What follows belongs to an exercise in optimizing a design on an open flow for small area, a short achievable clock period and few clock cycles; a production flow would make more cautious choices. Where RTL was checked, it was by simulation tests only, not by an equivalence proof against the original.

## old
## cpu_main
module cpu_main (
    input wire  logic       clk_en_i,
    input wire  logic       reset_i,
    output      logic       out_strobe_o,
    output      byte_t      out_value_o,
    output      logic       halt_o,
    input wire  logic       prog_we_i,           
    input wire  addr_t      prog_addr_i,         
    input wire  byte_t      prog_data_i,         
    input wire  logic       clk
);
clock: 7.0 ns
lec_check: 0
abc_area: 1
cap_margin: 20
core_margin: 2
core_utilization: 40
cts_buf_list: sky130_fd_sc_hd__clkbuf_4 sky130_fd_sc_hd__clkbuf_8
setup_slack_margin: 2.8
slew_margin: 20
run.sh (not shown) runs the stock make flow with config.mk's settings and CLKGATE_MAP_FILE= SYNTH_SCRIPT=/design/flow/synth_recipe.tcl, a recipe that flattens the netlist after the stock synthesis.
## Diff of input files: new against old
Settings: SETUP_SLACK_MARGIN changed from 2.8 to 2.5.
==> comparison <==
- Diff old -> new: post-CTS setup buffer count shrank by 54, path length in cells of the critical path shrank by 1.
- On number of antenna diodes, new and old are neck and neck.
- Compared to old, new has worst setup slack 150 ps lower.
Function was not checked in any run of this note: the RTL went through the layout flow alone.

---

PW:
The RTL this note starts from:
==> flow/design.v <==
`default_nettype none                
`timescale 1ns/1ps                   
/*verilator lint_off UNUSED*/
typedef enum logic [3:0] {
    NOP     = 4'b0000,       
    LDA     = 4'b0001,       
    ADD     = 4'b0010,       
    SUB     = 4'b0011,       
    STA     = 4'b0100,       
    LDI     = 4'b0101,       
    JMP     = 4'b0110,       
    JC      = 4'b0111,       
    JZ      = 4'b1000,       
    NOP_9   = 4'b1001,       
    NOP_A   = 4'b1010,       
    NOP_B   = 4'b1011,       
    NOP_C   = 4'b1100,       
    NOP_D   = 4'b1101,       
    OUT     = 4'b1110,       
    HLT     = 4'b1111        
} op_t;
typedef logic [3:0] addr_t;
typedef logic [7:0] byte_t;
/*verilator lint_on UNUSED*/
`default_nettype none
`timescale 1ns/1ps
module cpu_core (
    output      logic   hlt_o,           
    output      logic   mem_write_o,     
    output      logic   mem_store_o,     
    output      addr_t  mem_waddr_o,     
    output      byte_t  mem_wdata_o,     
    input  wire logic   wr_fwd_i,        
    input  wire addr_t  wr_addr_i,       
    input  wire byte_t  wr_data_i,       
    output      logic [2:0] mem_addr_ev_o,   
    input  wire byte_t  mem_data_ev_i,
    output      logic [2:0] mem_addr_od_o,   
    input  wire byte_t  mem_data_od_i,
    output      addr_t  mem_eaddr_o,     
    input  wire byte_t  mem_edata_i,
    output      logic   out_strobe_o,    
    output      byte_t  out_value_o,     
    input  wire logic   reset_i,
    input  wire logic   clk_en_i,
    input  wire logic   clk
);
addr_t      q;                           
byte_t      ir0;                         
byte_t      ir1;                         
logic       ctl0;                        
logic       pass0;                       
addr_t      darg;                        
byte_t      a;                           
logic       cf;                          
logic       o_rdy;                       
byte_t      out_hold;                    
logic       out_old;                     
function automatic logic is_ctl(input logic [3:0] op);
    is_ctl = (op == NOP) || (op == JMP) || (op == JC) || (op == JZ) ||
           (op == NOP_9) || (op == NOP_A) || (op == NOP_B) || (op == NOP_C) || (op == NOP_D);
endfunction
function automatic logic is_pass(input logic [3:0] op);
    is_pass = is_ctl(op) || (op == OUT) || (op == STA);
endfunction
function automatic logic is_nop(input logic [3:0] op);
    is_nop = (op == NOP) || (op == NOP_9) || (op == NOP_A) || (op == NOP_B) || (op == NOP_C) || (op == NOP_D);
endfunction
function automatic logic [8:0] add8(input logic [7:0] x, input logic [7:0] y, input logic ci);
    logic [8:0] g, p, gn, pn;
    logic [8:0] c;
    g = {x & y, ci};
    p = {x ^ y, 1'b0};
    for (int d = 1; d < 9; d = d * 2) begin
        gn = g;
        pn = p;
        for (int i = d; i < 9; i++) begin
            gn[i] = g[i] | (p[i] & g[i-d]);
            pn[i] = p[i] & p[i-d];
        end
        g = gn;
        p = pn;
    end
    c = g;
    add8 = {c[8], (x ^ y) ^ c[7:0]};
endfunction
op_t        op0, op1, dop;
addr_t      arg0, arg1;
logic       run;
logic       zf;
logic       tk0, tk1;
logic       ctl1;
logic       fold1;
logic       exec0, exec1;
logic       dval;
logic       halt_e;
addr_t      nq, nq1;
logic       fwd0, fwd1;
byte_t      f0, f1;
logic       sub;
byte_t      ax;
logic [8:0] alu;
always_comb op0     = op_t'(ir0[7:4]);
always_comb op1     = op_t'(ir1[7:4]);
always_comb arg0    = ir0[3:0];
always_comb arg1    = ir1[3:0];
always_comb run     = clk_en_i && !hlt_o;
always_comb zf      = (a == 8'h00);
always_comb ctl1    = is_ctl(op1);
always_comb dop     = pass0 ? op1 : op0;
always_comb tk0     = (op0 == JMP) || (op0 == JC && cf) || (op0 == JZ && zf);
always_comb tk1     = (op1 == JMP) || (op1 == JC && cf) ||
                      (op1 == JZ && ((op0 == LDI) ? (arg0 == 4'h0) : zf));
always_comb begin
    case (op0)
        OUT:     fold1 = (op1 != OUT);
        STA:     fold1 = ctl1 || op1 == HLT || op1 == OUT || op1 == LDI ||
                         ((op1 == LDA || op1 == ADD || op1 == SUB) && arg1 != arg0);
        LDI:     fold1 = ctl1 || op1 == HLT || op1 == OUT;
        LDA:     fold1 = is_nop(op1) || op1 == JMP || op1 == JC || op1 == HLT || op1 == OUT;
        default: fold1 = is_nop(op1) || op1 == JMP || op1 == HLT || op1 == OUT;   
    endcase
    if (op0 == STA && arg0 == q + 4'h1) begin
        fold1 = 1'b0;                    
    end
end
always_comb begin
    exec0   = 1'b0;                      
    exec1   = 1'b0;                      
    halt_e  = 1'b0;
    nq      = q + 4'h1;
    nq1     = q + 4'h2;
    if (ctl0 && tk0) begin
        nq      = arg0;
        nq1     = arg0 + 4'h1;
    end else if (op0 == HLT) begin
        halt_e  = 1'b1;
    end else begin
        exec0   = !ctl0;
        if (ctl0 || fold1) begin
            exec1   = 1'b1;
            halt_e  = (op1 == HLT);
            if (ctl1 && tk1) begin
                nq      = arg1;
                nq1     = arg1 + 4'h1;
            end else begin
                nq      = q + 4'h2;
                nq1     = q + 4'h3;
            end
        end
    end
    if (reset_i) begin
        nq      = 4'h0;
        nq1     = 4'h1;
    end else if (!run) begin
        nq      = q;
        nq1     = q + 4'h1;
    end
end
always_comb fwd0    = wr_fwd_i && (run || reset_i) && wr_addr_i == nq;
always_comb fwd1    = wr_fwd_i && (run || reset_i) && wr_addr_i == nq1;
always_comb dval    = pass0 ? exec1 : exec0;
always_comb f0      = fwd0 ? wr_data_i : (nq[0] ? mem_data_od_i : mem_data_ev_i);
always_comb f1      = fwd1 ? wr_data_i : (nq[0] ? mem_data_ev_i : mem_data_od_i);
always_comb sub     = (dop == SUB);
always_comb ax      = a ^ {8{sub}};
always_comb alu     = add8(ax, mem_edata_i, 1'b0);
always_comb mem_addr_ev_o = nq1[3:1];
always_comb mem_addr_od_o = nq[3:1];
always_comb mem_eaddr_o  = darg;
always_comb mem_store_o  = (exec0 && op0 == STA) || (exec1 && op1 == STA);
always_comb mem_write_o  = run && mem_store_o;
always_comb mem_waddr_o  = (op0 == STA) ? arg0 : arg1;
always_comb mem_wdata_o  = a;
always_comb out_strobe_o = o_rdy;
always_comb out_value_o  = out_old ? out_hold : a;
always_ff @(posedge clk) begin
    out_hold <= a;
end
always_ff @(posedge clk) begin
    q       <= nq;
    ir0     <= f0;
    ir1     <= f1;
    ctl0    <= is_ctl(f0[7:4]);
    pass0   <= is_pass(f0[7:4]);
    darg    <= is_pass(f0[7:4]) ? f1[3:0] : f0[3:0];
end
always_ff @(posedge clk) begin
    if (reset_i) begin
        a       <= '0;
        cf      <= 1'b0;
        o_rdy   <= 1'b0;
        out_old <= 1'b0;
        hlt_o   <= 1'b0;
    end else begin
        o_rdy   <= 1'b0;
        if (run) begin
            if (dval) begin
                case (dop)
                    LDA:    a        <= mem_edata_i;
                    ADD, SUB: begin
                        a       <= alu[7:0] ^ {8{sub}};
                        cf      <= alu[8];
                    end
                    LDI:    a        <= {4'h0, darg};
                    default: ;
                endcase
            end
            out_old <= exec0 && op0 == OUT;
            if ((exec0 && op0 == OUT) || (exec1 && op1 == OUT)) begin
                o_rdy   <= 1'b1;
            end
            if (halt_e || f0[7:4] == HLT) begin
                hlt_o   <= 1'b1;
            end
        end
    end
end
endmodule
`default_nettype wire
`default_nettype none
`timescale 1ns/1ps
module cpu_mem (
    input  wire logic       we_i,        
    input  wire addr_t      waddr_i,     
    input  wire byte_t      wdata_i,     
    input  wire logic [2:0] raddr_ev_i,  
    output      byte_t      rdata_ev_o,
    input  wire logic [2:0] raddr_od_i,  
    output      byte_t      rdata_od_o,
    input  wire addr_t      raddr_e_i,   
    output      byte_t      rdata_e_o,
    input  wire logic       clk
);
byte_t memory [0:15];
always_ff @(posedge clk) begin
    if (we_i) begin
        memory[waddr_i] <= wdata_i;
    end
end
always_comb begin
    rdata_ev_o = '0;
    rdata_od_o = '0;
    for (int i = 0; i < 8; i++) begin
        rdata_ev_o = rdata_ev_o | (memory[2*i]   & {8{raddr_ev_i == 3'(i)}});
        rdata_od_o = rdata_od_o | (memory[2*i+1] & {8{raddr_od_i == 3'(i)}});
    end
end
always_comb begin
    rdata_e_o = '0;
    for (int i = 0; i < 16; i++) begin
        rdata_e_o = rdata_e_o | (memory[i] & {8{raddr_e_i == 4'(i)}});
    end
end
endmodule
`default_nettype wire
`default_nettype none
`timescale 1ns/1ps
module cpu_main (
    input wire  logic       clk_en_i,
    input wire  logic       reset_i,
    output      logic       out_strobe_o,
    output      byte_t      out_value_o,
    output      logic       halt_o,
    input wire  logic       prog_we_i,           
    input wire  addr_t      prog_addr_i,         
    input wire  byte_t      prog_data_i,         
    input wire  logic       clk
);
logic       cpu_we;
logic       cpu_st;
logic       wfwd;
addr_t      cpu_waddr;
byte_t      cpu_wdata;
logic       we;
addr_t      waddr;
byte_t      wdata;
logic [2:0] addr_ev, addr_od;
addr_t      eaddr;
byte_t      data_ev, data_od, edata;
always_comb we      = reset_i ? prog_we_i   : cpu_we;
always_comb wfwd    = reset_i ? prog_we_i   : cpu_st;
always_comb waddr   = reset_i ? prog_addr_i : cpu_waddr;
always_comb wdata   = reset_i ? prog_data_i : cpu_wdata;
cpu_core core (
    .hlt_o(halt_o),
    .mem_write_o(cpu_we),
    .mem_store_o(cpu_st),
    .mem_waddr_o(cpu_waddr),
    .mem_wdata_o(cpu_wdata),
    .wr_fwd_i(wfwd),
    .wr_addr_i(waddr),
    .wr_data_i(wdata),
    .mem_addr_ev_o(addr_ev),
    .mem_data_ev_i(data_ev),
    .mem_addr_od_o(addr_od),
    .mem_data_od_i(data_od),
    .mem_eaddr_o(eaddr),
    .mem_edata_i(edata),
    .out_strobe_o(out_strobe_o),
    .out_value_o(out_value_o),
    .reset_i(reset_i),
    .clk_en_i(clk_en_i),
    .clk(clk)
);
cpu_mem mem (
    .we_i(we),
    .waddr_i(waddr),
    .wdata_i(wdata),
    .raddr_ev_i(addr_ev),
    .rdata_ev_o(data_ev),
    .raddr_od_i(addr_od),
    .rdata_od_o(data_od),
    .raddr_e_i(eaddr),
    .rdata_e_o(edata),
    .clk(clk)
);
endmodule
`default_nettype wire
Settings: LEC_CHECK=0, ABC_AREA=1, CAP_MARGIN=20, CORE_MARGIN=2, CORE_UTILIZATION=40, CTS_BUF_LIST=sky130_fd_sc_hd__clkbuf_4 sky130_fd_sc_hd__clkbuf_8, SETUP_SLACK_MARGIN=3.0, SLEW_MARGIN=20; clock period 7.0 ns.
#### Input delta (AL over PW)
Settings: SETUP_SLACK_MARGIN changed from 3.0 to 3.1.
==> comparison <==
~same wire length on met3 in PW and AL. Delta (AL minus PW): non-clock buffer count up about 20%; count of buffering cells on the critical path with inverters included increased 1; worst setup slack grew by 0.090 ns; per-cell via count in the routed design now sits higher; fraction of cell area in non-clock buffers grew by 0.76 points. Critical path depth: AL vs PW down 4.5%. Summary of AL over PW: post-layout instance area went up about 1.5%; final cell count without fillers shows an increase of 13.
No functional check of the RTL was part of any run of this note.

---

Another version of the RTL of cpu_main (not shown whole).
Size in the first run: roughly 1,200 cells after synthesis, ~170 flip-flops, roughly 9800 um2 of cells after synthesis.
make LEC_CHECK=0 ABC_AREA=1 CAP_MARGIN=20 CORE_MARGIN=2 CORE_UTILIZATION=40 CTS_BUF_LIST='sky130_fd_sc_hd__clkbuf_4 sky130_fd_sc_hd__clkbuf_8' SETUP_SLACK_MARGIN=3.1 SLEW_MARGIN=20 finish   # period 7.0 ns
Testbench counts at the start, summed over its fixed seeds: cycles 10,980.
Next try:
- SETUP_SLACK_MARGIN: 3.1 -> 3.3
Routed wire length goes up by 2.3%.
Worst setup slack improves by 0.077 ns.
Via count goes up by 3.0%.
Hold slack gains 0.019 ns.
Next try:
- SETUP_SLACK_MARGIN: 3.3 -> 3.2
The new run completed with no timing, DRC or antenna violations; via count came out lower slightly; worst setup slack loses 0.046 ns; flip-flop and latch count is unchanged.

---

cpu_main again, from the RTL that the note above started with.
clock: 7.0 ns
lec_check: 0
abc_area: 1
cap_margin: 20
core_margin: 2
core_utilization: 40
cts_buf_list: sky130_fd_sc_hd__clkbuf_4 sky130_fd_sc_hd__clkbuf_8
setup_slack_margin: 2.9
slew_margin: 20
Testbench counts at the start, summed over its fixed seeds: cycles 10,980.
Then changed:
SETUP_SLACK_MARGIN = 3.0   (was 2.9)
Worst setup slack gains 0.11 ns.
Count of clock-buffer cells in the layout stays the same.
Critical path depth came out lower by 3.
Via count came out higher by 0.41%.

---

Another version of the RTL of cpu_main (not shown whole).
For scale: ~170 flip-flops, ~26 I/O pins, ~9800 µm² of cells after synthesis.
clock: 7.0 ns
lec_check: 0
abc_area: 1
cap_margin: 20
core_margin: 2
core_utilization: 40
cts_buf_list: sky130_fd_sc_hd__clkbuf_4 sky130_fd_sc_hd__clkbuf_8
cts_cluster_diameter: 80
cts_cluster_size: 30
setup_slack_margin: 2.9
slew_margin: 20
The baseline finished clean.
Testbench counts at the start, summed over its fixed seeds: cycles 10,980.
Next try:
- CTS_CLUSTER_DIAMETER: 80 -> unset
- CTS_CLUSTER_SIZE: 30 -> unset
Wire length is unchanged; sequential cell count is unchanged; global-route usage is unchanged; via count is unchanged; worst hold slack is unchanged; final cell count does not change; cell area does not change; first-iteration DRC count stays the same; setup slack does not change.
Next try:
- SETUP_SLACK_MARGIN: 2.9 -> 3.0
Effect: The new run produced a clean layout. Worst hold slack barely changes. Non-clock buffer count increases by 18. Maximum frequency increases by 1.1%.
Next try:
- CORE_UTILIZATION: 40 -> 50
- SETUP_SLACK_MARGIN: 3.0 -> 2.9
Result: Setup slack loses 0.25 ns. Design area falls by 1.7%. Routed wire length falls by 1.7%. Utilization rises by 11 points. Via count falls by 0.85%. Global-route usage rises by 6.1 points. First-iteration DRC count falls by 17%.
Next try:
- CORE_UTILIZATION: 50 -> 30
Effect: Design area came out higher by 1.2%; non-clock buffer count falls by 3; via count is about the same; die area grows by 65%; area after synthesis is unchanged; wire length grows by 0.32%; worst setup slack gets better by 0.19 ns; global-route usage shrinks by 13 points; worst hold slack gains 0.013 ns.

---

cpu_main, a different RTL version from the one above (not shown whole).
Size: ~1100 cells after synthesis, about 170 flip-flops, ~0.0097 mm^2 of cells after synthesis.
==> flow/design.v (excerpt) <==
module cpu_main (
    input wire  logic       clk_en_i,
    input wire  logic       reset_i,
    output      logic       out_strobe_o,
    output      byte_t      out_value_o,
    output      logic       halt_o,
    input wire  logic       prog_we_i,           
    input wire  addr_t      prog_addr_i,         
    input wire  byte_t      prog_data_i,         
    input wire  logic       clk
);
clock: 7.0 ns
lec_check: 0
abc_area: 1
cap_margin: 20
core_margin: 2
core_utilization: 40
cts_buf_list: sky130_fd_sc_hd__clkbuf_4 sky130_fd_sc_hd__clkbuf_8
setup_slack_margin: 3.1
slew_margin: 20
Testbench counts at the start, summed over its fixed seeds: cycles 11,002.
Edit:
--- a/flow/config.mk
+++ b/flow/config.mk
@@ -12,3 +12,3 @@
 export CTS_BUF_LIST = sky130_fd_sc_hd__clkbuf_4 sky130_fd_sc_hd__clkbuf_8
-export SETUP_SLACK_MARGIN = 3.1
+export SETUP_SLACK_MARGIN = 3.2
 export SLEW_MARGIN = 20
=> The new run went through all stages and came out clean. First-iteration DRC count rises by 11%. Via count stays flat. Setup slack is better by 0.023 ns. Core utilization is about the same. Clock skew stays flat. Area after synthesis does not change.

-- afterwards: timing with drivers on the ports --
The flow's constraints put no driver on any port. The routed layouts listed below were extracted and timed again, unchanged, in two steps. Step 1 (the two cells are an assumption about what drives the block):
set clk [get_ports {clk}]
set_driving_cell -lib_cell sky130_fd_sc_hd__clkbuf_16 $clk
set_driving_cell -lib_cell sky130_fd_sc_hd__buf_2 [delete_from_list [all_inputs] $clk]
Step 2, shift: input delay + t, output delay - t, t = (earliest + latest rising clock arrival at the registers) / 2. This alone moves slack from input paths to output paths. Three values: ideal, step 1, step 2; two values: the first two.
run	t, ns	setup slack, ns	worst setup path after step 2
old	0.526	2.772 / 2.772 / 2.522	input to register
new	0.516	2.620 / 2.620 / 2.286	input to register
PW	0.529	3.173 / 3.187 / 2.658	input to register
AL	0.526	3.263 / 3.279 / 2.753	input to register
the first run of note 3	0.527	3.323 / 3.323 / 2.890	input to register
the second run of note 3	0.516	3.400 / 3.425 / 2.909	input to register
the third run of note 3	0.518	3.354 / 3.354 / 2.868	input to register
the first run of note 4	0.527	3.128 / 3.128 / 2.749	input to register
the second run of note 4	0.526	3.241 / 3.241 / 2.818	input to register
the first run of note 5	0.524	3.081 / 3.096 / 2.572	input to register
the second run of note 5	0.524	3.081 / 3.096 / 2.572	input to register
the third run of note 5	0.528	3.121 / 3.134 / 2.607	input to register
the fourth run of note 5	0.520	2.875 / 2.897 / 2.377	input to register
the fifth run of note 5	0.525	3.065 / 3.076 / 2.551	input to register
the first run of note 6	0.516	3.292 / 3.303 / 2.786	input to register
the second run of note 6	0.520	3.315 / 3.315 / 2.828	input to register
After both steps setup and hold are still met in every run listed. For PW, which loses most, drivers alone change the setup slack by +0.014 ns; drivers and shift together by -0.515 ns.
